From an optimization exercise on the open Yosys and OpenROAD flow, aimed at small area and a short achievable clock period; shortcuts taken in it are not production practice. For this run, only the layout was checked, not whether the RTL still works. Power figures rest on the tool's default switching activity, not on a simulated workload.

[flow/config.mk]
export PLATFORM = sky130hd
export DESIGN_NAME = CPU
export DESIGN_NICKNAME = CPU
export VERILOG_FILES = /design/flow/design.v
export SDC_FILE = /design/flow/constraint.sdc
export NUM_CORES = 4
export LEC_CHECK = 0
export ABC_AREA = 1
export CAP_MARGIN = 20
export CORE_MARGIN = 2
export CORE_UTILIZATION = 40
export SLEW_MARGIN = 20
[flow/constraint.sdc]
create_clock -name core_clock -period 32.0 [get_ports {clock}]
set_input_delay 6.4000 -clock core_clock [delete_from_list [all_inputs] [get_ports {clock}]]
set_output_delay 6.4000 -clock core_clock [all_outputs]
set_load 0.01 [all_outputs]
[flow/design.v]
module CPU(clock,reset,MemData,MemOut,rd,wr,PC,IR,MBR,AC,MAR,SR);
input clock;
input reset;
input signed [15:0] MemData;
output reg signed [15:0] MemOut;
output reg [10:0] PC,MAR;
output reg signed [15:0] IR,MBR;
output signed [15:0] AC;
output reg wr,rd;
output [3:0] SR;    
reg [2:0] state;
reg signed [15:0] ACr;      
reg [3:0] SRr;
reg accSel;                 
wire [3:0] op = IR[15:12];
wire       m  = IR[11];
wire        dv   = (op == 4'h6);            
wire        sa   = ACr[15];
wire [15:0] lorA;
assign lorA[0] = 1'b0;
genvar ga;
generate
  for (ga = 1; ga < 16; ga = ga + 1) begin : la
    assign lorA[ga] = |ACr[ga-1:0];
  end
endgenerate
wire [15:0] absa = {16{dv}} & (ACr ^ ({16{sa}} & lorA));
reg  [15:0] absAr;
always @(posedge clock) absAr <= absa;
wire [15:0] d1   = m ? MemData : {5'b0, IR[10:0]};    
wire        cin1 = dv & ~d1[15];
wire [15:0] B1c  = d1 ^ {16{cin1}};
wire [17:0] d3   = {{2{d1[15]}}, d1} + {d1[15], d1, 1'b0};
wire [17:0] B3c  = d3 ^ {18{cin1}};
reg [15:0] B1r;
reg [17:0] B3r;
reg        cinr, d1s;
always @(posedge clock)
  if (state == 3'd3) begin
    B1r <= B1c; B3r <= B3c; cinr <= cin1; d1s <= d1[15];
  end
wire w1 = absAr[15] & B1c[0];
wire w2 = absAr[15] | B1c[0];
wire w3 = w1 | (w2 & cin1);
wire w4 = w2 & 1'b0;
wire w5 = w3 & (&B1c[15:1]);
wire w6 = dv ? w5 : ACr[15];
wire [0:0] r7;
assign r7[0] = w6 ? (absAr[15] ^ (B1c[0] ^ cin1)) : absAr[15];
wire w8 = absAr[14] & B1c[0];
wire w9 = absAr[14] | B1c[0];
wire w10 = r7[0] & B1c[1];
wire w11 = r7[0] | B1c[1];
wire w12 = w8 | (w9 & cin1);
wire w13 = w9 & 1'b0;
wire w14 = w10 | (w11 & w12);
wire w15 = w11 & w13;
wire w16 = w14 & (&B1c[15:2]);
wire w17 = dv ? w16 : ACr[14];
wire [1:0] r18;
assign r18[0] = w17 ? (absAr[14] ^ (B1c[0] ^ cin1)) : absAr[14];
assign r18[1] = w17 ? (r7[0] ^ (B1c[1] ^ w12)) : r7[0];
wire w19 = absAr[13] & B1c[0];
wire w20 = absAr[13] | B1c[0];
wire w21 = r18[0] & B1c[1];
wire w22 = r18[0] | B1c[1];
wire w23 = r18[1] & B1c[2];
wire w24 = r18[1] | B1c[2];
wire w25 = w19 | (w20 & cin1);
wire w26 = w20 & 1'b0;
wire w27 = w23 | (w24 & w21);
wire w28 = w24 & w22;
wire w29 = w21 | (w22 & w25);
wire w30 = w22 & w26;
wire w31 = w27 | (w28 & w25);
wire w32 = w28 & w26;
wire w33 = w31 & (&B1c[15:3]);
wire w34 = dv ? w33 : ACr[13];
wire [2:0] r35;
assign r35[0] = w34 ? (absAr[13] ^ (B1c[0] ^ cin1)) : absAr[13];
assign r35[1] = w34 ? (r18[0] ^ (B1c[1] ^ w25)) : r18[0];
assign r35[2] = w34 ? (r18[1] ^ (B1c[2] ^ w29)) : r18[1];
wire w36 = absAr[12] & B1c[0];
wire w37 = absAr[12] | B1c[0];
wire w38 = r35[0] & B1c[1];
wire w39 = r35[0] | B1c[1];
wire w40 = r35[1] & B1c[2];
wire w41 = r35[1] | B1c[2];
wire w42 = r35[2] & B1c[3];
wire w43 = r35[2] | B1c[3];
wire w44 = w36 | (w37 & cin1);
wire w45 = w37 & 1'b0;
wire w46 = w40 | (w41 & w38);
wire w47 = w41 & w39;
wire w48 = w38 | (w39 & w44);
wire w49 = w39 & w45;
wire w50 = w46 | (w47 & w44);
wire w51 = w47 & w45;
wire w52 = w42 | (w43 & w50);
wire w53 = w43 & w51;
wire w54 = w52 & (&B1c[15:4]);
wire w55 = dv ? w54 : ACr[12];
wire [3:0] r56;
assign r56[0] = w55 ? (absAr[12] ^ (B1c[0] ^ cin1)) : absAr[12];
assign r56[1] = w55 ? (r35[0] ^ (B1c[1] ^ w44)) : r35[0];
assign r56[2] = w55 ? (r35[1] ^ (B1c[2] ^ w48)) : r35[1];
assign r56[3] = w55 ? (r35[2] ^ (B1c[3] ^ w50)) : r35[2];
reg [3:0] p1r, p1q;
always @(posedge clock) begin
  p1r <= r56;
  p1q <= {w5, w16, w33, w54};
end
wire w57 = absAr[11] & B1r[0];
wire w58 = absAr[11] | B1r[0];
wire w59 = p1r[0] & B1r[1];
wire w60 = p1r[0] | B1r[1];
wire w61 = p1r[1] & B1r[2];
wire w62 = p1r[1] | B1r[2];
wire w63 = p1r[2] & B1r[3];
wire w64 = p1r[2] | B1r[3];
wire w65 = p1r[3] & B1r[4];
wire w66 = p1r[3] | B1r[4];
wire w67 = w57 | (w58 & cinr);
wire w68 = w58 & 1'b0;
wire w69 = w61 | (w62 & w59);
wire w70 = w62 & w60;
wire w71 = w65 | (w66 & w63);
wire w72 = w66 & w64;
wire w73 = w59 | (w60 & w67);
wire w74 = w60 & w68;
wire w75 = w69 | (w70 & w67);
wire w76 = w70 & w68;
wire w77 = w63 | (w64 & w75);
wire w78 = w64 & w76;
wire w79 = w71 | (w72 & w75);
wire w80 = w72 & w76;
wire w81 = w79 & (&B1r[15:5]);
wire w82 = dv ? w81 : ACr[11];
wire [4:0] r83;
assign r83[0] = w82 ? (absAr[11] ^ (B1r[0] ^ cinr)) : absAr[11];
assign r83[1] = w82 ? (p1r[0] ^ (B1r[1] ^ w67)) : p1r[0];
assign r83[2] = w82 ? (p1r[1] ^ (B1r[2] ^ w73)) : p1r[1];
assign r83[3] = w82 ? (p1r[2] ^ (B1r[3] ^ w75)) : p1r[2];
assign r83[4] = w82 ? (p1r[3] ^ (B1r[4] ^ w77)) : p1r[3];
wire w84 = absAr[10] & B1r[0];
wire w85 = absAr[10] | B1r[0];
wire w86 = r83[0] & B1r[1];
wire w87 = r83[0] | B1r[1];
wire w88 = r83[1] & B1r[2];
wire w89 = r83[1] | B1r[2];
wire w90 = r83[2] & B1r[3];
wire w91 = r83[2] | B1r[3];
wire w92 = r83[3] & B1r[4];
wire w93 = r83[3] | B1r[4];
wire w94 = r83[4] & B1r[5];
wire w95 = r83[4] | B1r[5];
wire w96 = w84 | (w85 & cinr);
wire w97 = w85 & 1'b0;
wire w98 = w88 | (w89 & w86);
wire w99 = w89 & w87;
wire w100 = w92 | (w93 & w90);
wire w101 = w93 & w91;
wire w102 = w86 | (w87 & w96);
wire w103 = w87 & w97;
wire w104 = w98 | (w99 & w96);
wire w105 = w99 & w97;
wire w106 = w94 | (w95 & w100);
wire w107 = w95 & w101;
wire w108 = w90 | (w91 & w104);
wire w109 = w91 & w105;
wire w110 = w100 | (w101 & w104);
wire w111 = w101 & w105;
wire w112 = w106 | (w107 & w104);
wire w113 = w107 & w105;
wire w114 = w112 & (&B1r[15:6]);
wire w115 = dv ? w114 : ACr[10];
wire [5:0] r116;
assign r116[0] = w115 ? (absAr[10] ^ (B1r[0] ^ cinr)) : absAr[10];
assign r116[1] = w115 ? (r83[0] ^ (B1r[1] ^ w96)) : r83[0];
assign r116[2] = w115 ? (r83[1] ^ (B1r[2] ^ w102)) : r83[1];
assign r116[3] = w115 ? (r83[2] ^ (B1r[3] ^ w104)) : r83[2];
assign r116[4] = w115 ? (r83[3] ^ (B1r[4] ^ w108)) : r83[3];
assign r116[5] = w115 ? (r83[4] ^ (B1r[5] ^ w110)) : r83[4];
wire w117 = absAr[9] & B1r[0];
wire w118 = absAr[9] | B1r[0];
wire w119 = r116[0] & B1r[1];
wire w120 = r116[0] | B1r[1];
wire w121 = r116[1] & B1r[2];
wire w122 = r116[1] | B1r[2];
wire w123 = r116[2] & B1r[3];
wire w124 = r116[2] | B1r[3];
wire w125 = r116[3] & B1r[4];
wire w126 = r116[3] | B1r[4];
wire w127 = r116[4] & B1r[5];
wire w128 = r116[4] | B1r[5];
wire w129 = r116[5] & B1r[6];
wire w130 = r116[5] | B1r[6];
wire w131 = w117 | (w118 & cinr);
wire w132 = w118 & 1'b0;
wire w133 = w121 | (w122 & w119);
wire w134 = w122 & w120;
wire w135 = w125 | (w126 & w123);
wire w136 = w126 & w124;
wire w137 = w129 | (w130 & w127);
wire w138 = w130 & w128;
wire w139 = w119 | (w120 & w131);
wire w140 = w120 & w132;
wire w141 = w133 | (w134 & w131);
wire w142 = w134 & w132;
wire w143 = w127 | (w128 & w135);
wire w144 = w128 & w136;
wire w145 = w137 | (w138 & w135);
wire w146 = w138 & w136;
wire w147 = w123 | (w124 & w141);
wire w148 = w124 & w142;
wire w149 = w135 | (w136 & w141);
wire w150 = w136 & w142;
wire w151 = w143 | (w144 & w141);
wire w152 = w144 & w142;
wire w153 = w145 | (w146 & w141);
wire w154 = w146 & w142;
wire w155 = w153 & (&B1r[15:7]);
wire w156 = dv ? w155 : ACr[9];
wire [6:0] r157;
assign r157[0] = w156 ? (absAr[9] ^ (B1r[0] ^ cinr)) : absAr[9];
assign r157[1] = w156 ? (r116[0] ^ (B1r[1] ^ w131)) : r116[0];
assign r157[2] = w156 ? (r116[1] ^ (B1r[2] ^ w139)) : r116[1];
assign r157[3] = w156 ? (r116[2] ^ (B1r[3] ^ w141)) : r116[2];
assign r157[4] = w156 ? (r116[3] ^ (B1r[4] ^ w147)) : r116[3];
assign r157[5] = w156 ? (r116[4] ^ (B1r[5] ^ w149)) : r116[4];
assign r157[6] = w156 ? (r116[5] ^ (B1r[6] ^ w151)) : r116[5];
wire w158 = absAr[8] & B1r[0];
wire w159 = absAr[8] | B1r[0];
wire w160 = r157[0] & B1r[1];
wire w161 = r157[0] | B1r[1];
wire w162 = r157[1] & B1r[2];
wire w163 = r157[1] | B1r[2];
wire w164 = r157[2] & B1r[3];
wire w165 = r157[2] | B1r[3];
wire w166 = r157[3] & B1r[4];
wire w167 = r157[3] | B1r[4];
wire w168 = r157[4] & B1r[5];
wire w169 = r157[4] | B1r[5];
wire w170 = r157[5] & B1r[6];
wire w171 = r157[5] | B1r[6];
wire w172 = r157[6] & B1r[7];
wire w173 = r157[6] | B1r[7];
wire w174 = w158 | (w159 & cinr);
wire w175 = w159 & 1'b0;
wire w176 = w162 | (w163 & w160);
wire w177 = w163 & w161;
wire w178 = w166 | (w167 & w164);
wire w179 = w167 & w165;
wire w180 = w170 | (w171 & w168);
wire w181 = w171 & w169;
wire w182 = w160 | (w161 & w174);
wire w183 = w161 & w175;
wire w184 = w176 | (w177 & w174);
wire w185 = w177 & w175;
wire w186 = w168 | (w169 & w178);
wire w187 = w169 & w179;
wire w188 = w180 | (w181 & w178);
wire w189 = w181 & w179;
wire w190 = w164 | (w165 & w184);
wire w191 = w165 & w185;
wire w192 = w178 | (w179 & w184);
wire w193 = w179 & w185;
wire w194 = w186 | (w187 & w184);
wire w195 = w187 & w185;
wire w196 = w188 | (w189 & w184);
wire w197 = w189 & w185;
wire w198 = w172 | (w173 & w196);
wire w199 = w173 & w197;
wire w200 = w198 & (&B1r[15:8]);
wire w201 = dv ? w200 : ACr[8];
wire [7:0] r202;
assign r202[0] = w201 ? (absAr[8] ^ (B1r[0] ^ cinr)) : absAr[8];
assign r202[1] = w201 ? (r157[0] ^ (B1r[1] ^ w174)) : r157[0];
assign r202[2] = w201 ? (r157[1] ^ (B1r[2] ^ w182)) : r157[1];
assign r202[3] = w201 ? (r157[2] ^ (B1r[3] ^ w184)) : r157[2];
assign r202[4] = w201 ? (r157[3] ^ (B1r[4] ^ w190)) : r157[3];
assign r202[5] = w201 ? (r157[4] ^ (B1r[5] ^ w192)) : r157[4];
assign r202[6] = w201 ? (r157[5] ^ (B1r[6] ^ w194)) : r157[5];
assign r202[7] = w201 ? (r157[6] ^ (B1r[7] ^ w196)) : r157[6];
wire w203 = absAr[7] & B1r[0];
wire w204 = absAr[7] | B1r[0];
wire w205 = r202[0] & B1r[1];
wire w206 = r202[0] | B1r[1];
wire w207 = r202[1] & B1r[2];
wire w208 = r202[1] | B1r[2];
wire w209 = r202[2] & B1r[3];
wire w210 = r202[2] | B1r[3];
wire w211 = r202[3] & B1r[4];
wire w212 = r202[3] | B1r[4];
wire w213 = r202[4] & B1r[5];
wire w214 = r202[4] | B1r[5];
wire w215 = r202[5] & B1r[6];
wire w216 = r202[5] | B1r[6];
wire w217 = r202[6] & B1r[7];
wire w218 = r202[6] | B1r[7];
wire w219 = r202[7] & B1r[8];
wire w220 = r202[7] | B1r[8];
wire w221 = w203 | (w204 & cinr);
wire w222 = w204 & 1'b0;
wire w223 = w207 | (w208 & w205);
wire w224 = w208 & w206;
wire w225 = w211 | (w212 & w209);
wire w226 = w212 & w210;
wire w227 = w215 | (w216 & w213);
wire w228 = w216 & w214;
wire w229 = w219 | (w220 & w217);
wire w230 = w220 & w218;
wire w231 = w205 | (w206 & w221);
wire w232 = w206 & w222;
wire w233 = w223 | (w224 & w221);
wire w234 = w224 & w222;
wire w235 = w213 | (w214 & w225);
wire w236 = w214 & w226;
wire w237 = w227 | (w228 & w225);
wire w238 = w228 & w226;
wire w239 = w209 | (w210 & w233);
wire w240 = w210 & w234;
wire w241 = w225 | (w226 & w233);
wire w242 = w226 & w234;
wire w243 = w235 | (w236 & w233);
wire w244 = w236 & w234;
wire w245 = w237 | (w238 & w233);
wire w246 = w238 & w234;
wire w247 = w217 | (w218 & w245);
wire w248 = w218 & w246;
wire w249 = w229 | (w230 & w245);
wire w250 = w230 & w246;
wire w251 = w249 & (&B1r[15:9]);
wire w252 = dv ? w251 : ACr[7];
wire [8:0] r253;
assign r253[0] = w252 ? (absAr[7] ^ (B1r[0] ^ cinr)) : absAr[7];
assign r253[1] = w252 ? (r202[0] ^ (B1r[1] ^ w221)) : r202[0];
assign r253[2] = w252 ? (r202[1] ^ (B1r[2] ^ w231)) : r202[1];
assign r253[3] = w252 ? (r202[2] ^ (B1r[3] ^ w233)) : r202[2];
assign r253[4] = w252 ? (r202[3] ^ (B1r[4] ^ w239)) : r202[3];
assign r253[5] = w252 ? (r202[4] ^ (B1r[5] ^ w241)) : r202[4];
assign r253[6] = w252 ? (r202[5] ^ (B1r[6] ^ w243)) : r202[5];
assign r253[7] = w252 ? (r202[6] ^ (B1r[7] ^ w245)) : r202[6];
assign r253[8] = w252 ? (r202[7] ^ (B1r[8] ^ w247)) : r202[7];
wire w254 = absAr[6] & B1r[0];
wire w255 = absAr[6] | B1r[0];
wire w256 = r253[0] & B1r[1];
wire w257 = r253[0] | B1r[1];
wire w258 = r253[1] & B1r[2];
wire w259 = r253[1] | B1r[2];
wire w260 = r253[2] & B1r[3];
wire w261 = r253[2] | B1r[3];
wire w262 = r253[3] & B1r[4];
wire w263 = r253[3] | B1r[4];
wire w264 = r253[4] & B1r[5];
wire w265 = r253[4] | B1r[5];
wire w266 = r253[5] & B1r[6];
wire w267 = r253[5] | B1r[6];
wire w268 = r253[6] & B1r[7];
wire w269 = r253[6] | B1r[7];
wire w270 = r253[7] & B1r[8];
wire w271 = r253[7] | B1r[8];
wire w272 = r253[8] & B1r[9];
wire w273 = r253[8] | B1r[9];
wire w274 = w254 | (w255 & cinr);
wire w275 = w255 & 1'b0;
wire w276 = w258 | (w259 & w256);
wire w277 = w259 & w257;
wire w278 = w262 | (w263 & w260);
wire w279 = w263 & w261;
wire w280 = w266 | (w267 & w264);
wire w281 = w267 & w265;
wire w282 = w270 | (w271 & w268);
wire w283 = w271 & w269;
wire w284 = w256 | (w257 & w274);
wire w285 = w257 & w275;
wire w286 = w276 | (w277 & w274);
wire w287 = w277 & w275;
wire w288 = w264 | (w265 & w278);
wire w289 = w265 & w279;
wire w290 = w280 | (w281 & w278);
wire w291 = w281 & w279;
wire w292 = w272 | (w273 & w282);
wire w293 = w273 & w283;
wire w294 = w260 | (w261 & w286);
wire w295 = w261 & w287;
wire w296 = w278 | (w279 & w286);
wire w297 = w279 & w287;
wire w298 = w288 | (w289 & w286);
wire w299 = w289 & w287;
wire w300 = w290 | (w291 & w286);
wire w301 = w291 & w287;
wire w302 = w268 | (w269 & w300);
wire w303 = w269 & w301;
wire w304 = w282 | (w283 & w300);
wire w305 = w283 & w301;
wire w306 = w292 | (w293 & w300);
wire w307 = w293 & w301;
wire w308 = w306 & (&B1r[15:10]);
wire w309 = dv ? w308 : ACr[6];
wire [9:0] r310;
assign r310[0] = w309 ? (absAr[6] ^ (B1r[0] ^ cinr)) : absAr[6];
assign r310[1] = w309 ? (r253[0] ^ (B1r[1] ^ w274)) : r253[0];
assign r310[2] = w309 ? (r253[1] ^ (B1r[2] ^ w284)) : r253[1];
assign r310[3] = w309 ? (r253[2] ^ (B1r[3] ^ w286)) : r253[2];
assign r310[4] = w309 ? (r253[3] ^ (B1r[4] ^ w294)) : r253[3];
assign r310[5] = w309 ? (r253[4] ^ (B1r[5] ^ w296)) : r253[4];
assign r310[6] = w309 ? (r253[5] ^ (B1r[6] ^ w298)) : r253[5];
assign r310[7] = w309 ? (r253[6] ^ (B1r[7] ^ w300)) : r253[6];
assign r310[8] = w309 ? (r253[7] ^ (B1r[8] ^ w302)) : r253[7];
assign r310[9] = w309 ? (r253[8] ^ (B1r[9] ^ w304)) : r253[8];
wire w311 = absAr[5] & B1r[0];
wire w312 = absAr[5] | B1r[0];
wire w313 = r310[0] & B1r[1];
wire w314 = r310[0] | B1r[1];
wire w315 = r310[1] & B1r[2];
wire w316 = r310[1] | B1r[2];
wire w317 = r310[2] & B1r[3];
wire w318 = r310[2] | B1r[3];
wire w319 = r310[3] & B1r[4];
wire w320 = r310[3] | B1r[4];
wire w321 = r310[4] & B1r[5];
wire w322 = r310[4] | B1r[5];
wire w323 = r310[5] & B1r[6];
wire w324 = r310[5] | B1r[6];
wire w325 = r310[6] & B1r[7];
wire w326 = r310[6] | B1r[7];
wire w327 = r310[7] & B1r[8];
wire w328 = r310[7] | B1r[8];
wire w329 = r310[8] & B1r[9];
wire w330 = r310[8] | B1r[9];
wire w331 = r310[9] & B1r[10];
wire w332 = r310[9] | B1r[10];
wire w333 = w311 | (w312 & cinr);
wire w334 = w312 & 1'b0;
wire w335 = w315 | (w316 & w313);
wire w336 = w316 & w314;
wire w337 = w319 | (w320 & w317);
wire w338 = w320 & w318;
wire w339 = w323 | (w324 & w321);
wire w340 = w324 & w322;
wire w341 = w327 | (w328 & w325);
wire w342 = w328 & w326;
wire w343 = w331 | (w332 & w329);
wire w344 = w332 & w330;
wire w345 = w313 | (w314 & w333);
wire w346 = w314 & w334;
wire w347 = w335 | (w336 & w333);
wire w348 = w336 & w334;
wire w349 = w321 | (w322 & w337);
wire w350 = w322 & w338;
wire w351 = w339 | (w340 & w337);
wire w352 = w340 & w338;
wire w353 = w329 | (w330 & w341);
wire w354 = w330 & w342;
wire w355 = w343 | (w344 & w341);
wire w356 = w344 & w342;
wire w357 = w317 | (w318 & w347);
wire w358 = w318 & w348;
wire w359 = w337 | (w338 & w347);
wire w360 = w338 & w348;
wire w361 = w349 | (w350 & w347);
wire w362 = w350 & w348;
wire w363 = w351 | (w352 & w347);
wire w364 = w352 & w348;
wire w365 = w325 | (w326 & w363);
wire w366 = w326 & w364;
wire w367 = w341 | (w342 & w363);
wire w368 = w342 & w364;
wire w369 = w353 | (w354 & w363);
wire w370 = w354 & w364;
wire w371 = w355 | (w356 & w363);
wire w372 = w356 & w364;
wire w373 = w371 & (&B1r[15:11]);
wire w374 = dv ? w373 : ACr[5];
wire [10:0] r375;
assign r375[0] = w374 ? (absAr[5] ^ (B1r[0] ^ cinr)) : absAr[5];
assign r375[1] = w374 ? (r310[0] ^ (B1r[1] ^ w333)) : r310[0];
assign r375[2] = w374 ? (r310[1] ^ (B1r[2] ^ w345)) : r310[1];
assign r375[3] = w374 ? (r310[2] ^ (B1r[3] ^ w347)) : r310[2];
assign r375[4] = w374 ? (r310[3] ^ (B1r[4] ^ w357)) : r310[3];
assign r375[5] = w374 ? (r310[4] ^ (B1r[5] ^ w359)) : r310[4];
assign r375[6] = w374 ? (r310[5] ^ (B1r[6] ^ w361)) : r310[5];
assign r375[7] = w374 ? (r310[6] ^ (B1r[7] ^ w363)) : r310[6];
assign r375[8] = w374 ? (r310[7] ^ (B1r[8] ^ w365)) : r310[7];
assign r375[9] = w374 ? (r310[8] ^ (B1r[9] ^ w367)) : r310[8];
assign r375[10] = w374 ? (r310[9] ^ (B1r[10] ^ w369)) : r310[9];
wire w376 = absAr[4] & B1r[0];
wire w377 = absAr[4] | B1r[0];
wire w378 = r375[0] & B1r[1];
wire w379 = r375[0] | B1r[1];
wire w380 = r375[1] & B1r[2];
wire w381 = r375[1] | B1r[2];
wire w382 = r375[2] & B1r[3];
wire w383 = r375[2] | B1r[3];
wire w384 = r375[3] & B1r[4];
wire w385 = r375[3] | B1r[4];
wire w386 = r375[4] & B1r[5];
wire w387 = r375[4] | B1r[5];
wire w388 = r375[5] & B1r[6];
wire w389 = r375[5] | B1r[6];
wire w390 = r375[6] & B1r[7];
wire w391 = r375[6] | B1r[7];
wire w392 = r375[7] & B1r[8];
wire w393 = r375[7] | B1r[8];
wire w394 = r375[8] & B1r[9];
wire w395 = r375[8] | B1r[9];
wire w396 = r375[9] & B1r[10];
wire w397 = r375[9] | B1r[10];
wire w398 = r375[10] & B1r[11];
wire w399 = r375[10] | B1r[11];
wire w400 = w376 | (w377 & cinr);
wire w401 = w377 & 1'b0;
wire w402 = w380 | (w381 & w378);
wire w403 = w381 & w379;
wire w404 = w384 | (w385 & w382);
wire w405 = w385 & w383;
wire w406 = w388 | (w389 & w386);
wire w407 = w389 & w387;
wire w408 = w392 | (w393 & w390);
wire w409 = w393 & w391;
wire w410 = w396 | (w397 & w394);
wire w411 = w397 & w395;
wire w412 = w378 | (w379 & w400);
wire w413 = w379 & w401;
wire w414 = w402 | (w403 & w400);
wire w415 = w403 & w401;
wire w416 = w386 | (w387 & w404);
wire w417 = w387 & w405;
wire w418 = w406 | (w407 & w404);
wire w419 = w407 & w405;
wire w420 = w394 | (w395 & w408);
wire w421 = w395 & w409;
wire w422 = w410 | (w411 & w408);
wire w423 = w411 & w409;
wire w424 = w382 | (w383 & w414);
wire w425 = w383 & w415;
wire w426 = w404 | (w405 & w414);
wire w427 = w405 & w415;
wire w428 = w416 | (w417 & w414);
wire w429 = w417 & w415;
wire w430 = w418 | (w419 & w414);
wire w431 = w419 & w415;
wire w432 = w398 | (w399 & w422);
wire w433 = w399 & w423;
wire w434 = w390 | (w391 & w430);
wire w435 = w391 & w431;
wire w436 = w408 | (w409 & w430);
wire w437 = w409 & w431;
wire w438 = w420 | (w421 & w430);
wire w439 = w421 & w431;
wire w440 = w422 | (w423 & w430);
wire w441 = w423 & w431;
wire w442 = w432 | (w433 & w430);
wire w443 = w433 & w431;
wire w444 = w442 & (&B1r[15:12]);
wire w445 = dv ? w444 : ACr[4];
wire [11:0] r446;
assign r446[0] = w445 ? (absAr[4] ^ (B1r[0] ^ cinr)) : absAr[4];
assign r446[1] = w445 ? (r375[0] ^ (B1r[1] ^ w400)) : r375[0];
assign r446[2] = w445 ? (r375[1] ^ (B1r[2] ^ w412)) : r375[1];
assign r446[3] = w445 ? (r375[2] ^ (B1r[3] ^ w414)) : r375[2];
assign r446[4] = w445 ? (r375[3] ^ (B1r[4] ^ w424)) : r375[3];
assign r446[5] = w445 ? (r375[4] ^ (B1r[5] ^ w426)) : r375[4];
assign r446[6] = w445 ? (r375[5] ^ (B1r[6] ^ w428)) : r375[5];
assign r446[7] = w445 ? (r375[6] ^ (B1r[7] ^ w430)) : r375[6];
assign r446[8] = w445 ? (r375[7] ^ (B1r[8] ^ w434)) : r375[7];
assign r446[9] = w445 ? (r375[8] ^ (B1r[9] ^ w436)) : r375[8];
assign r446[10] = w445 ? (r375[9] ^ (B1r[10] ^ w438)) : r375[9];
assign r446[11] = w445 ? (r375[10] ^ (B1r[11] ^ w440)) : r375[10];
wire w447 = absAr[3] & B1r[0];
wire w448 = absAr[3] | B1r[0];
wire w449 = r446[0] & B1r[1];
wire w450 = r446[0] | B1r[1];
wire w451 = r446[1] & B1r[2];
wire w452 = r446[1] | B1r[2];
wire w453 = r446[2] & B1r[3];
wire w454 = r446[2] | B1r[3];
wire w455 = r446[3] & B1r[4];
wire w456 = r446[3] | B1r[4];
wire w457 = r446[4] & B1r[5];
wire w458 = r446[4] | B1r[5];
wire w459 = r446[5] & B1r[6];
wire w460 = r446[5] | B1r[6];
wire w461 = r446[6] & B1r[7];
wire w462 = r446[6] | B1r[7];
wire w463 = r446[7] & B1r[8];
wire w464 = r446[7] | B1r[8];
wire w465 = r446[8] & B1r[9];
wire w466 = r446[8] | B1r[9];
wire w467 = r446[9] & B1r[10];
wire w468 = r446[9] | B1r[10];
wire w469 = r446[10] & B1r[11];
wire w470 = r446[10] | B1r[11];
wire w471 = r446[11] & B1r[12];
wire w472 = r446[11] | B1r[12];
wire w473 = w447 | (w448 & cinr);
wire w474 = w448 & 1'b0;
wire w475 = w451 | (w452 & w449);
wire w476 = w452 & w450;
wire w477 = w455 | (w456 & w453);
wire w478 = w456 & w454;
wire w479 = w459 | (w460 & w457);
wire w480 = w460 & w458;
wire w481 = w463 | (w464 & w461);
wire w482 = w464 & w462;
wire w483 = w467 | (w468 & w465);
wire w484 = w468 & w466;
wire w485 = w471 | (w472 & w469);
wire w486 = w472 & w470;
wire w487 = w449 | (w450 & w473);
wire w488 = w450 & w474;
wire w489 = w475 | (w476 & w473);
wire w490 = w476 & w474;
wire w491 = w457 | (w458 & w477);
wire w492 = w458 & w478;
wire w493 = w479 | (w480 & w477);
wire w494 = w480 & w478;
wire w495 = w465 | (w466 & w481);
wire w496 = w466 & w482;
wire w497 = w483 | (w484 & w481);
wire w498 = w484 & w482;
wire w499 = w453 | (w454 & w489);
wire w500 = w454 & w490;
wire w501 = w477 | (w478 & w489);
wire w502 = w478 & w490;
wire w503 = w491 | (w492 & w489);
wire w504 = w492 & w490;
wire w505 = w493 | (w494 & w489);
wire w506 = w494 & w490;
wire w507 = w469 | (w470 & w497);
wire w508 = w470 & w498;
wire w509 = w485 | (w486 & w497);
wire w510 = w486 & w498;
wire w511 = w461 | (w462 & w505);
wire w512 = w462 & w506;
wire w513 = w481 | (w482 & w505);
wire w514 = w482 & w506;
wire w515 = w495 | (w496 & w505);
wire w516 = w496 & w506;
wire w517 = w497 | (w498 & w505);
wire w518 = w498 & w506;
wire w519 = w507 | (w508 & w505);
wire w520 = w508 & w506;
wire w521 = w509 | (w510 & w505);
wire w522 = w510 & w506;
wire w523 = w521 & (&B1r[15:13]);
wire w524 = dv ? w523 : ACr[3];
wire [12:0] r525;
assign r525[0] = w524 ? (absAr[3] ^ (B1r[0] ^ cinr)) : absAr[3];
assign r525[1] = w524 ? (r446[0] ^ (B1r[1] ^ w473)) : r446[0];
assign r525[2] = w524 ? (r446[1] ^ (B1r[2] ^ w487)) : r446[1];
assign r525[3] = w524 ? (r446[2] ^ (B1r[3] ^ w489)) : r446[2];
assign r525[4] = w524 ? (r446[3] ^ (B1r[4] ^ w499)) : r446[3];
assign r525[5] = w524 ? (r446[4] ^ (B1r[5] ^ w501)) : r446[4];
assign r525[6] = w524 ? (r446[5] ^ (B1r[6] ^ w503)) : r446[5];
assign r525[7] = w524 ? (r446[6] ^ (B1r[7] ^ w505)) : r446[6];
assign r525[8] = w524 ? (r446[7] ^ (B1r[8] ^ w511)) : r446[7];
assign r525[9] = w524 ? (r446[8] ^ (B1r[9] ^ w513)) : r446[8];
assign r525[10] = w524 ? (r446[9] ^ (B1r[10] ^ w515)) : r446[9];
assign r525[11] = w524 ? (r446[10] ^ (B1r[11] ^ w517)) : r446[10];
assign r525[12] = w524 ? (r446[11] ^ (B1r[12] ^ w519)) : r446[11];
wire w526 = absAr[2] & B1r[0];
wire w527 = absAr[2] | B1r[0];
wire w528 = r525[0] & B1r[1];
wire w529 = r525[0] | B1r[1];
wire w530 = r525[1] & B1r[2];
wire w531 = r525[1] | B1r[2];
wire w532 = r525[2] & B1r[3];
wire w533 = r525[2] | B1r[3];
wire w534 = r525[3] & B1r[4];
wire w535 = r525[3] | B1r[4];
wire w536 = r525[4] & B1r[5];
wire w537 = r525[4] | B1r[5];
wire w538 = r525[5] & B1r[6];
wire w539 = r525[5] | B1r[6];
wire w540 = r525[6] & B1r[7];
wire w541 = r525[6] | B1r[7];
wire w542 = r525[7] & B1r[8];
wire w543 = r525[7] | B1r[8];
wire w544 = r525[8] & B1r[9];
wire w545 = r525[8] | B1r[9];
wire w546 = r525[9] & B1r[10];
wire w547 = r525[9] | B1r[10];
wire w548 = r525[10] & B1r[11];
wire w549 = r525[10] | B1r[11];
wire w550 = r525[11] & B1r[12];
wire w551 = r525[11] | B1r[12];
wire w552 = r525[12] & B1r[13];
wire w553 = r525[12] | B1r[13];
wire w554 = w526 | (w527 & cinr);
wire w555 = w527 & 1'b0;
wire w556 = w530 | (w531 & w528);
wire w557 = w531 & w529;
wire w558 = w534 | (w535 & w532);
wire w559 = w535 & w533;
wire w560 = w538 | (w539 & w536);
wire w561 = w539 & w537;
wire w562 = w542 | (w543 & w540);
wire w563 = w543 & w541;
wire w564 = w546 | (w547 & w544);
wire w565 = w547 & w545;
wire w566 = w550 | (w551 & w548);
wire w567 = w551 & w549;
wire w568 = w528 | (w529 & w554);
wire w569 = w529 & w555;
wire w570 = w556 | (w557 & w554);
wire w571 = w557 & w555;
wire w572 = w536 | (w537 & w558);
wire w573 = w537 & w559;
wire w574 = w560 | (w561 & w558);
wire w575 = w561 & w559;
wire w576 = w544 | (w545 & w562);
wire w577 = w545 & w563;
wire w578 = w564 | (w565 & w562);
wire w579 = w565 & w563;
wire w580 = w552 | (w553 & w566);
wire w581 = w553 & w567;
wire w582 = w532 | (w533 & w570);
wire w583 = w533 & w571;
wire w584 = w558 | (w559 & w570);
wire w585 = w559 & w571;
wire w586 = w572 | (w573 & w570);
wire w587 = w573 & w571;
wire w588 = w574 | (w575 & w570);
wire w589 = w575 & w571;
wire w590 = w548 | (w549 & w578);
wire w591 = w549 & w579;
wire w592 = w566 | (w567 & w578);
wire w593 = w567 & w579;
wire w594 = w580 | (w581 & w578);
wire w595 = w581 & w579;
wire w596 = w540 | (w541 & w588);
wire w597 = w541 & w589;
wire w598 = w562 | (w563 & w588);
wire w599 = w563 & w589;
wire w600 = w576 | (w577 & w588);
wire w601 = w577 & w589;
wire w602 = w578 | (w579 & w588);
wire w603 = w579 & w589;
wire w604 = w590 | (w591 & w588);
wire w605 = w591 & w589;
wire w606 = w592 | (w593 & w588);
wire w607 = w593 & w589;
wire w608 = w594 | (w595 & w588);
wire w609 = w595 & w589;
wire w610 = w608 & (&B1r[15:14]);
wire w611 = dv ? w610 : ACr[2];
wire [13:0] r612;
assign r612[0] = w611 ? (absAr[2] ^ (B1r[0] ^ cinr)) : absAr[2];
assign r612[1] = w611 ? (r525[0] ^ (B1r[1] ^ w554)) : r525[0];
assign r612[2] = w611 ? (r525[1] ^ (B1r[2] ^ w568)) : r525[1];
assign r612[3] = w611 ? (r525[2] ^ (B1r[3] ^ w570)) : r525[2];
assign r612[4] = w611 ? (r525[3] ^ (B1r[4] ^ w582)) : r525[3];
assign r612[5] = w611 ? (r525[4] ^ (B1r[5] ^ w584)) : r525[4];
assign r612[6] = w611 ? (r525[5] ^ (B1r[6] ^ w586)) : r525[5];
assign r612[7] = w611 ? (r525[6] ^ (B1r[7] ^ w588)) : r525[6];
assign r612[8] = w611 ? (r525[7] ^ (B1r[8] ^ w596)) : r525[7];
assign r612[9] = w611 ? (r525[8] ^ (B1r[9] ^ w598)) : r525[8];
assign r612[10] = w611 ? (r525[9] ^ (B1r[10] ^ w600)) : r525[9];
assign r612[11] = w611 ? (r525[10] ^ (B1r[11] ^ w602)) : r525[10];
assign r612[12] = w611 ? (r525[11] ^ (B1r[12] ^ w604)) : r525[11];
assign r612[13] = w611 ? (r525[12] ^ (B1r[13] ^ w606)) : r525[12];
reg [13:0] p2r;
reg [13:0] p2q;
always @(posedge clock) begin
  p2r <= r612;
  p2q <= {p1q, w81, w114, w155, w200, w251, w308, w373, w444, w523, w610};
end
wire w613 = absAr[1] & B1r[0];
wire w614 = absAr[1] | B1r[0];
wire w615 = p2r[0] & B1r[1];
wire w616 = p2r[0] | B1r[1];
wire w617 = p2r[1] & B1r[2];
wire w618 = p2r[1] | B1r[2];
wire w619 = p2r[2] & B1r[3];
wire w620 = p2r[2] | B1r[3];
wire w621 = p2r[3] & B1r[4];
wire w622 = p2r[3] | B1r[4];
wire w623 = p2r[4] & B1r[5];
wire w624 = p2r[4] | B1r[5];
wire w625 = p2r[5] & B1r[6];
wire w626 = p2r[5] | B1r[6];
wire w627 = p2r[6] & B1r[7];
wire w628 = p2r[6] | B1r[7];
wire w629 = p2r[7] & B1r[8];
wire w630 = p2r[7] | B1r[8];
wire w631 = p2r[8] & B1r[9];
wire w632 = p2r[8] | B1r[9];
wire w633 = p2r[9] & B1r[10];
wire w634 = p2r[9] | B1r[10];
wire w635 = p2r[10] & B1r[11];
wire w636 = p2r[10] | B1r[11];
wire w637 = p2r[11] & B1r[12];
wire w638 = p2r[11] | B1r[12];
wire w639 = p2r[12] & B1r[13];
wire w640 = p2r[12] | B1r[13];
wire w641 = p2r[13] & B1r[14];
wire w642 = p2r[13] | B1r[14];
wire w643 = w613 | (w614 & cinr);
wire w644 = w614 & 1'b0;
wire w645 = w617 | (w618 & w615);
wire w646 = w618 & w616;
wire w647 = w621 | (w622 & w619);
wire w648 = w622 & w620;
wire w649 = w625 | (w626 & w623);
wire w650 = w626 & w624;
wire w651 = w629 | (w630 & w627);
wire w652 = w630 & w628;
wire w653 = w633 | (w634 & w631);
wire w654 = w634 & w632;
wire w655 = w637 | (w638 & w635);
wire w656 = w638 & w636;
wire w657 = w641 | (w642 & w639);
wire w658 = w642 & w640;
wire w659 = w615 | (w616 & w643);
wire w660 = w616 & w644;
wire w661 = w645 | (w646 & w643);
wire w662 = w646 & w644;
wire w663 = w623 | (w624 & w647);
wire w664 = w624 & w648;
wire w665 = w649 | (w650 & w647);
wire w666 = w650 & w648;
wire w667 = w631 | (w632 & w651);
wire w668 = w632 & w652;
wire w669 = w653 | (w654 & w651);
wire w670 = w654 & w652;
wire w671 = w639 | (w640 & w655);
wire w672 = w640 & w656;
wire w673 = w657 | (w658 & w655);
wire w674 = w658 & w656;
wire w675 = w619 | (w620 & w661);
wire w676 = w620 & w662;
wire w677 = w647 | (w648 & w661);
wire w678 = w648 & w662;
wire w679 = w663 | (w664 & w661);
wire w680 = w664 & w662;
wire w681 = w665 | (w666 & w661);
wire w682 = w666 & w662;
wire w683 = w635 | (w636 & w669);
wire w684 = w636 & w670;
wire w685 = w655 | (w656 & w669);
wire w686 = w656 & w670;
wire w687 = w671 | (w672 & w669);
wire w688 = w672 & w670;
wire w689 = w673 | (w674 & w669);
wire w690 = w674 & w670;
wire w691 = w627 | (w628 & w681);
wire w692 = w628 & w682;
wire w693 = w651 | (w652 & w681);
wire w694 = w652 & w682;
wire w695 = w667 | (w668 & w681);
wire w696 = w668 & w682;
wire w697 = w669 | (w670 & w681);
wire w698 = w670 & w682;
wire w699 = w683 | (w684 & w681);
wire w700 = w684 & w682;
wire w701 = w685 | (w686 & w681);
wire w702 = w686 & w682;
wire w703 = w687 | (w688 & w681);
wire w704 = w688 & w682;
wire w705 = w689 | (w690 & w681);
wire w706 = w690 & w682;
wire w707 = w705 & (&B1r[15:15]);
wire w708 = dv ? w707 : ACr[1];
wire [14:0] r709;
assign r709[0] = w708 ? (absAr[1] ^ (B1r[0] ^ cinr)) : absAr[1];
assign r709[1] = w708 ? (p2r[0] ^ (B1r[1] ^ w643)) : p2r[0];
assign r709[2] = w708 ? (p2r[1] ^ (B1r[2] ^ w659)) : p2r[1];
assign r709[3] = w708 ? (p2r[2] ^ (B1r[3] ^ w661)) : p2r[2];
assign r709[4] = w708 ? (p2r[3] ^ (B1r[4] ^ w675)) : p2r[3];
assign r709[5] = w708 ? (p2r[4] ^ (B1r[5] ^ w677)) : p2r[4];
assign r709[6] = w708 ? (p2r[5] ^ (B1r[6] ^ w679)) : p2r[5];
assign r709[7] = w708 ? (p2r[6] ^ (B1r[7] ^ w681)) : p2r[6];
assign r709[8] = w708 ? (p2r[7] ^ (B1r[8] ^ w691)) : p2r[7];
assign r709[9] = w708 ? (p2r[8] ^ (B1r[9] ^ w693)) : p2r[8];
assign r709[10] = w708 ? (p2r[9] ^ (B1r[10] ^ w695)) : p2r[9];
assign r709[11] = w708 ? (p2r[10] ^ (B1r[11] ^ w697)) : p2r[10];
assign r709[12] = w708 ? (p2r[11] ^ (B1r[12] ^ w699)) : p2r[11];
assign r709[13] = w708 ? (p2r[12] ^ (B1r[13] ^ w701)) : p2r[12];
assign r709[14] = w708 ? (p2r[13] ^ (B1r[14] ^ w703)) : p2r[13];
wire w710 = absAr[0] & B1r[0];
wire w711 = absAr[0] | B1r[0];
wire w712 = r709[0] & B1r[1];
wire w713 = r709[0] | B1r[1];
wire w714 = r709[1] & B1r[2];
wire w715 = r709[1] | B1r[2];
wire w716 = r709[2] & B1r[3];
wire w717 = r709[2] | B1r[3];
wire w718 = r709[3] & B1r[4];
wire w719 = r709[3] | B1r[4];
wire w720 = r709[4] & B1r[5];
wire w721 = r709[4] | B1r[5];
wire w722 = r709[5] & B1r[6];
wire w723 = r709[5] | B1r[6];
wire w724 = r709[6] & B1r[7];
wire w725 = r709[6] | B1r[7];
wire w726 = r709[7] & B1r[8];
wire w727 = r709[7] | B1r[8];
wire w728 = r709[8] & B1r[9];
wire w729 = r709[8] | B1r[9];
wire w730 = r709[9] & B1r[10];
wire w731 = r709[9] | B1r[10];
wire w732 = r709[10] & B1r[11];
wire w733 = r709[10] | B1r[11];
wire w734 = r709[11] & B1r[12];
wire w735 = r709[11] | B1r[12];
wire w736 = r709[12] & B1r[13];
wire w737 = r709[12] | B1r[13];
wire w738 = r709[13] & B1r[14];
wire w739 = r709[13] | B1r[14];
wire w740 = r709[14] & B1r[15];
wire w741 = r709[14] | B1r[15];
wire w742 = w710 | (w711 & cinr);
wire w743 = w711 & 1'b0;
wire w744 = w714 | (w715 & w712);
wire w745 = w715 & w713;
wire w746 = w718 | (w719 & w716);
wire w747 = w719 & w717;
wire w748 = w722 | (w723 & w720);
wire w749 = w723 & w721;
wire w750 = w726 | (w727 & w724);
wire w751 = w727 & w725;
wire w752 = w730 | (w731 & w728);
wire w753 = w731 & w729;
wire w754 = w734 | (w735 & w732);
wire w755 = w735 & w733;
wire w756 = w738 | (w739 & w736);
wire w757 = w739 & w737;
wire w758 = w712 | (w713 & w742);
wire w759 = w713 & w743;
wire w760 = w744 | (w745 & w742);
wire w761 = w745 & w743;
wire w762 = w720 | (w721 & w746);
wire w763 = w721 & w747;
wire w764 = w748 | (w749 & w746);
wire w765 = w749 & w747;
wire w766 = w728 | (w729 & w750);
wire w767 = w729 & w751;
wire w768 = w752 | (w753 & w750);
wire w769 = w753 & w751;
wire w770 = w736 | (w737 & w754);
wire w771 = w737 & w755;
wire w772 = w756 | (w757 & w754);
wire w773 = w757 & w755;
wire w774 = w716 | (w717 & w760);
wire w775 = w717 & w761;
wire w776 = w746 | (w747 & w760);
wire w777 = w747 & w761;
wire w778 = w762 | (w763 & w760);
wire w779 = w763 & w761;
wire w780 = w764 | (w765 & w760);
wire w781 = w765 & w761;
wire w782 = w732 | (w733 & w768);
wire w783 = w733 & w769;
wire w784 = w754 | (w755 & w768);
wire w785 = w755 & w769;
wire w786 = w770 | (w771 & w768);
wire w787 = w771 & w769;
wire w788 = w772 | (w773 & w768);
wire w789 = w773 & w769;
wire w790 = w724 | (w725 & w780);
wire w791 = w725 & w781;
wire w792 = w750 | (w751 & w780);
wire w793 = w751 & w781;
wire w794 = w766 | (w767 & w780);
wire w795 = w767 & w781;
wire w796 = w768 | (w769 & w780);
wire w797 = w769 & w781;
wire w798 = w782 | (w783 & w780);
wire w799 = w783 & w781;
wire w800 = w784 | (w785 & w780);
wire w801 = w785 & w781;
wire w802 = w786 | (w787 & w780);
wire w803 = w787 & w781;
wire w804 = w788 | (w789 & w780);
wire w805 = w789 & w781;
wire w806 = w740 | (w741 & w804);
wire w807 = w741 & w805;
wire w808 = w806 & 1'b1;
wire w809 = dv ? w808 : ACr[0];
wire [15:0] r810;
assign r810[0] = w809 ? (absAr[0] ^ (B1r[0] ^ cinr)) : absAr[0];
assign r810[1] = w809 ? (r709[0] ^ (B1r[1] ^ w742)) : r709[0];
assign r810[2] = w809 ? (r709[1] ^ (B1r[2] ^ w758)) : r709[1];
assign r810[3] = w809 ? (r709[2] ^ (B1r[3] ^ w760)) : r709[2];
assign r810[4] = w809 ? (r709[3] ^ (B1r[4] ^ w774)) : r709[3];
assign r810[5] = w809 ? (r709[4] ^ (B1r[5] ^ w776)) : r709[4];
assign r810[6] = w809 ? (r709[5] ^ (B1r[6] ^ w778)) : r709[5];
assign r810[7] = w809 ? (r709[6] ^ (B1r[7] ^ w780)) : r709[6];
assign r810[8] = w809 ? (r709[7] ^ (B1r[8] ^ w790)) : r709[7];
assign r810[9] = w809 ? (r709[8] ^ (B1r[9] ^ w792)) : r709[8];
assign r810[10] = w809 ? (r709[9] ^ (B1r[10] ^ w794)) : r709[9];
assign r810[11] = w809 ? (r709[10] ^ (B1r[11] ^ w796)) : r709[10];
assign r810[12] = w809 ? (r709[11] ^ (B1r[12] ^ w798)) : r709[11];
assign r810[13] = w809 ? (r709[12] ^ (B1r[13] ^ w800)) : r709[12];
assign r810[14] = w809 ? (r709[13] ^ (B1r[14] ^ w802)) : r709[13];
assign r810[15] = w809 ? (r709[14] ^ (B1r[15] ^ w804)) : r709[14];
wire [15:0] qu = {p2q, w707, w808};
wire [15:0] prod = r810;             
wire        dz   = cinr & (&B1r);           
wire        negq = sa ^ d1s;
wire [15:0] lowor;
assign lowor[0] = 1'b0;
genvar gi;
generate
  for (gi = 1; gi < 16; gi = gi + 1) begin : lo
    assign lowor[gi] = |qu[gi-1:0];
  end
endgenerate
wire [15:0] quot  = dz ? 16'd0 : (qu ^ ({16{negq}} & lowor));
wire [15:0] res   = dv ? quot : prod;
wire        resz  = dv ? (dz | ~|qu) : ~|prod;
assign AC = accSel ? res : ACr;
assign SR = accSel ? {resz, res[15], 2'b00} : SRr;
wire        sub  = (op == 4'h4);
wire [15:0] bop  = MBR ^ {16{sub}};
wire [16:0] sum  = {1'b0,ACr} + {1'b0,bop} + {16'd0,sub};
wire        as_c = sum[16] ^ sub;                                   
wire        as_v = (ACr[15] == bop[15]) && (sum[15] != ACr[15]);    
wire        ld  = (op == 4'h1);
wire [15:0] acn = ld ? MBR : sum[15:0];
wire [1:0]  cv  = ld ? 2'b00 : {as_c, as_v};
always @(posedge clock) begin
  if (reset) begin
    PC <= 0; MAR <= 0; IR <= 0; MBR <= 0; ACr <= 0; MemOut <= 0; SRr <= 0;
    rd <= 1; wr <= 0;
    accSel <= 0;
    state <= 0;
  end else
  case (state)
  0: begin
    rd <= 1; wr <= 0;
    MAR <= PC;
    if (accSel) begin
      ACr <= res;
      SRr <= {resz, res[15], 2'b00};
    end
    accSel <= 0;
    state <= 1;
  end
  1: begin
    rd <= 1; wr <= 0;
    IR <= MemData;
    PC <= PC + 1'b1;
    state <= 2;
  end
  2: begin
    if (m) MAR <= IR[10:0];
    state <= 3;
  end
  3: begin
    state <= 4;
    case (op)
      4'h1, 4'h3, 4'h4, 4'h5, 4'h6: MBR <= d1;
      4'h2: begin MBR <= ACr; rd <= 0; wr <= 1; end
      4'h7: begin PC <= MAR; state <= 0; end
      4'h8: if (SRr[3]) begin PC <= MAR; state <= 0; end
      default: ;
    endcase
  end
  4: begin
    state <= 0;
    case (op)
      4'h1, 4'h3, 4'h4: begin ACr <= acn; SRr <= {acn == 16'd0, acn[15], cv}; end
      4'h2: MemOut <= MBR;
      4'h5, 4'h6: accSel <= 1'b1;
      default: ;
    endcase
  end
  default: state <= 0;
  endcase
end
endmodule
[flow/flow/run.sh]
#!/bin/bash
set -euo pipefail
MARGIN=$(python3 -c "print(round(${FLOW_PERIOD_NS} - 14, 3))")
bash standard.sh SETUP_SLACK_MARGIN=$MARGIN "BUFFER_PORTS_ARGS=-buffer_cell sky130_fd_sc_hd__buf_1" finish > standard_flow.log 2>&1
[flow/standard.sh]
#!/bin/bash
# synth_recipe.tcl (not shown) runs the flow's synth.tcl, then flattens the netlist and writes it again
# the make line also repeats each setting of config.mk as NAME=value (left out here)
make -C /OpenROAD-flow-scripts/flow DESIGN_CONFIG=/design/flow/config.mk WORK_HOME=/design/flow/orfs CLKGATE_MAP_FILE= SYNTH_SCRIPT=/design/flow/synth_recipe.tcl "${@:-finish}"
==> run summary <==
## state kept, by name, indices dropped and copies added, names as in the netlist, 14 cells and up
signal	count
ACr	16
B1r	16
absAr	16
MemOut	16
p2q	14
IR	16
MBR	16
p2r	14
## cells by family (layout without fill, tap and decap cells)
logic type      count (synthesis)  after routing  share of synthesized area
fa+ha+maj                      58             58                    0.06330
xor+xnor                      141            141                    0.07582
mux                             6              6                   0.003841
other cells                     0              1                          0
buf+inv                       440            615                     0.1197
simple gates                 1297           1301                     0.3661
compound gates                451            451                     0.1562
flops                         166            166                     0.2151
## critical path: cells and delay by family, from the launching register on
| family | cells | cell delay (ns) |
|---|---|---|
| flip-flops | 1 | 0.35 |
| buffers and inverters | 12 | 1.16 |
| multiplexers | 1 | 0.16 |
| AO/OA/AOI/OAI | 28 | 3.69 |
| adder cells (fa/ha/maj) | 2 | 0.58 |
| AND/OR/NAND/NOR | 9 | 1.52 |
## through the flow
stage	setup WS, ns	util	hold WS, ns
after global routing	17.06	0.4742	0.3341
final	17.68	0.4742	0.3258
after CTS	17.84	0.4567	0.3215
after floorplan	17.84	-	0.3096
after global placement	16.18	0.4245	0.3177
after detailed placement	16.08	0.4245	0.3138
## final cells by class
cell class	instances	area [um2]	area share
clock inverters	13	168.9	0.008904
well taps	525	656.9	0.03463
clock buffers	19	432.9	0.02282
multi-input cells	1957	11410	0.6017
diodes	1	2.502	0.0001319
inverters	344	1310	0.06906
repair buffers	239	1480	0.07803
flip-flops and latches	166	3505	0.1848
## power breakdown
part	internal (uW)	total (uW)	switching, uW
logic	82.8	233	151
clock network	124	219	94.7
registers	221	233	12.2
## cells in the mapped netlist, types with 22 or more instances
| library cell | number | area, um2 |
|---|---|---|
| sky130_fd_sc_hd__a21oi_1 | 130 | 650.6 |
| sky130_fd_sc_hd__a31oi_1 | 30 | 187.7 |
| sky130_fd_sc_hd__clkbuf_1 | 56 | 210.2 |
| sky130_fd_sc_hd__dfxtp_1 | 148 | 2963 |
| sky130_fd_sc_hd__fa_1 | 41 | 820.8 |
| sky130_fd_sc_hd__inv_1 | 315 | 1182 |
| sky130_fd_sc_hd__inv_2 | 22 | 82.58 |
| sky130_fd_sc_hd__nand2_1 | 707 | 2654 |
| sky130_fd_sc_hd__nand2_2 | 68 | 425.4 |
| sky130_fd_sc_hd__nand3_1 | 187 | 935.9 |
| sky130_fd_sc_hd__nand3_2 | 27 | 270.3 |
| sky130_fd_sc_hd__nand3b_1 | 24 | 180.2 |
| sky130_fd_sc_hd__nor2_1 | 185 | 694.4 |
| sky130_fd_sc_hd__o211ai_1 | 26 | 195.2 |
| sky130_fd_sc_hd__o21ai_0 | 188 | 940.9 |
| sky130_fd_sc_hd__xnor2_1 | 49 | 429.2 |
| sky130_fd_sc_hd__xor2_1 | 92 | 805.8 |
## worst min-delay path by stage
stage | depth (start not counted) | start | to | slack, ns
global route | 0 | p1q[2] | p2q[12] | 0.33
finish | 0 | p1q[1] | p2q[11] | 0.33
floorplan | 0 | p1q[0] | p2q[10] | 0.31
global placement | 0 | p1q[2] | p2q[12] | 0.32
CTS | 0 | p1q[1] | p2q[11] | 0.32
detailed placement | 0 | p1q[3] | p2q[13] | 0.31
## timing repair
action                                  CTS  global route
endpoints found under the setup margin   33            34
buffers inserted                         57            44
cloned                                    4             1
resized for setup                        41           113
pin swaps                                37            14
## metal layers
layer / share of wire / global-route usage / vias to the layer above / wire length, um
met5: 0 / 0 / - / 0
met4: 0.033 / 0.1023 / 0 / 1810
met3: 0.050 / 0.02898 / 86 / 2747
met2: 0.47 / 0.4406 / 501 / 25860
met1: 0.45 / 0.3434 / 8046 / 24640
li1: - / - / 8579 / -
==> results.yml <==
floorplan:
  fp.coreArea_um2: 40010
  die_area_um2: 42350
  initial_utilization: 0.4071
  dieWidth_um: 205.8
  fp.dieH_um: 205.8
  ios: 110
  row_count: 73
drt:
  wl_um: 55060
  detail_route.iter0.violations: 1207
  first_pass_iters: 5
  route.detailed.wl_per_inst_um: 16.87
  drc: 0
  detail_route.vias_per_cell: 5.273
  antenna_violating_nets_post_route: 0
  dr_total_vias: 17210
critical_path:
  timing.critical_path.required_ns: 25.60
  endpoint_class_of_the_critical_path: "output pin"
  r2r.worst_path.cells: 107
  cpMostUsedCell: "sky130_fd_sc_hd__a21oi_2"
  path_class: "flip-flop to output pin"
  worst_setup_path_start_kind: "flip-flop"
  crit_arrival_ns: 7.92
  cp-startpoint: "cinr"
  flop_to_flop_setup_slack_ns: 18.38
  cp_max_delay_cell: "sky130_fd_sc_hd__or4_4"
  timing.critical_path.fanout_max: 7
  reg2reg_end: "p2r[13]"
  timing.critical_path.slowest_cell_delay_ns: 0.55
  worstSetupEndpoint: "SR[3]"
  source_of_the_worst_register_to_register_timing_path: "B1r[12]"
clocking:
  post_cts_hold_buffer_count: 0
  cts_tree: "yes"
  worst_skew_pair.late_latency_ns: 0.45
  clkSlewWorstSetupHoldPaths_ns: 0.07
  cts_max_path_buffers: 2
  clockRootBuffer: "sky130_fd_sc_hd__clkbuf_16"
  cts_htree_levels: 4
  numCtsBuffers: 17
  numClockSinks: 166
placement:
  gpl.final_weighted_congestion: 0.9903
  port-buffer-count: 109
  placedCellCount: 3125
  hpwlAfterDp_um: 40760
  dpl-instance-area_um2: 16980
logic_synthesis:
  count_of_flip_flops_with_a_built_in_enable_after_synthesis: 18
  synth_ff_type: "sky130_fd_sc_hd__dfxtp_1"
  synth-async-reset-ratio: 0
  post_synth_design_cell_area_um2: 16290
  post_synthesis_net_count: 2634
  synth_cells: 2559
  yosysWarnings: 1
  yosys_register_bits: 166
  synth_sequential_area_ratio: 0.2151
  post_synth_num_cell_types: 63
  syn_area_per_cell_um2: 6.365
power:
  power-per-cell-area_nw_per_um2: 36.11
  leakagePower_uw: 0.009061
  ir_drop_mv: 0.04670
  finalPower_uw: 685.0
min_path:
  worst_hold_path_type: "flip-flop to flip-flop"
cells_and_area:
  final_net_count: 2800
  finish.instance_area_um2: 18970
  final_common_cell: "sky130_fd_sc_hd__nand2_1"
  fraction_of_layout_instances_using_a_drive_strength_above_1: 0.1662
  finish.cell_count_without_fillers: 3264
  fill_cells: 4216
  areaGrowthSynthToFinish_pct: 16.46
  layout_common_cells: "sky130_fd_sc_hd__nand2_1 (692), sky130_fd_sc_hd__inv_1 (312), sky130_fd_sc_hd__nand3_1 (182)"
timing:
  timing.final.setup_violations: 0
  layout_min_cycle_time_ns: 14.32
  worst_clock_skew_ns: 0.01142
  worst_slew_pin_slew_ns: 1.069
  final_min_period_over_clock_period: 0.4474
  rsz0062_at_grt: "yes"
  timing.max_slew.rel_slack: 0.2689
  setup_tns_ns: 0
  number_of_hold_slack_violations_in_the_final_timing_report: 0
  final_max_slew_viol_count: 0
  timing.fmax_mhz: 69.86
global_routing:
  track_usage: 0.2620
  antenna_found_initial: 1
  grt_pass1_vias: 16100
  maximum_number_of_pins_on_one_net_before_global_route_repair: 67
  grt-ovfl-total: 0
  grt_first_pass_wirelength_um: 87440
job:
  max_cap_violations: 0
run_status:
  outcome: "timing/DRC/antenna clean"

==> re-timing with driven ports <==
The results above use ideal ports. As a check the final layout listed here was re-extracted and re-timed, cells and wires unchanged. Step 1 assumes that a clkbuf_16 drives the clock port and a buf_2 every other input. Step 2, shift: input delay + t, output delay - t, t = (earliest + latest rising clock arrival at the registers) / 2. This alone moves slack from input paths to output paths. Slacks: ideal ports / drivers / drivers and shift; pairs: ideal ports / drivers.
t (ns): 0.504
slack for setup (ns): 17.685 / 17.630 / 18.134
clock arrival spread, ns: 0.012 / 0.012
pins driven straight from the clock port: 1
After both steps setup and hold are still met in this run. For this run, drivers alone change the setup slack by -0.055 ns; drivers and shift together by +0.449 ns.
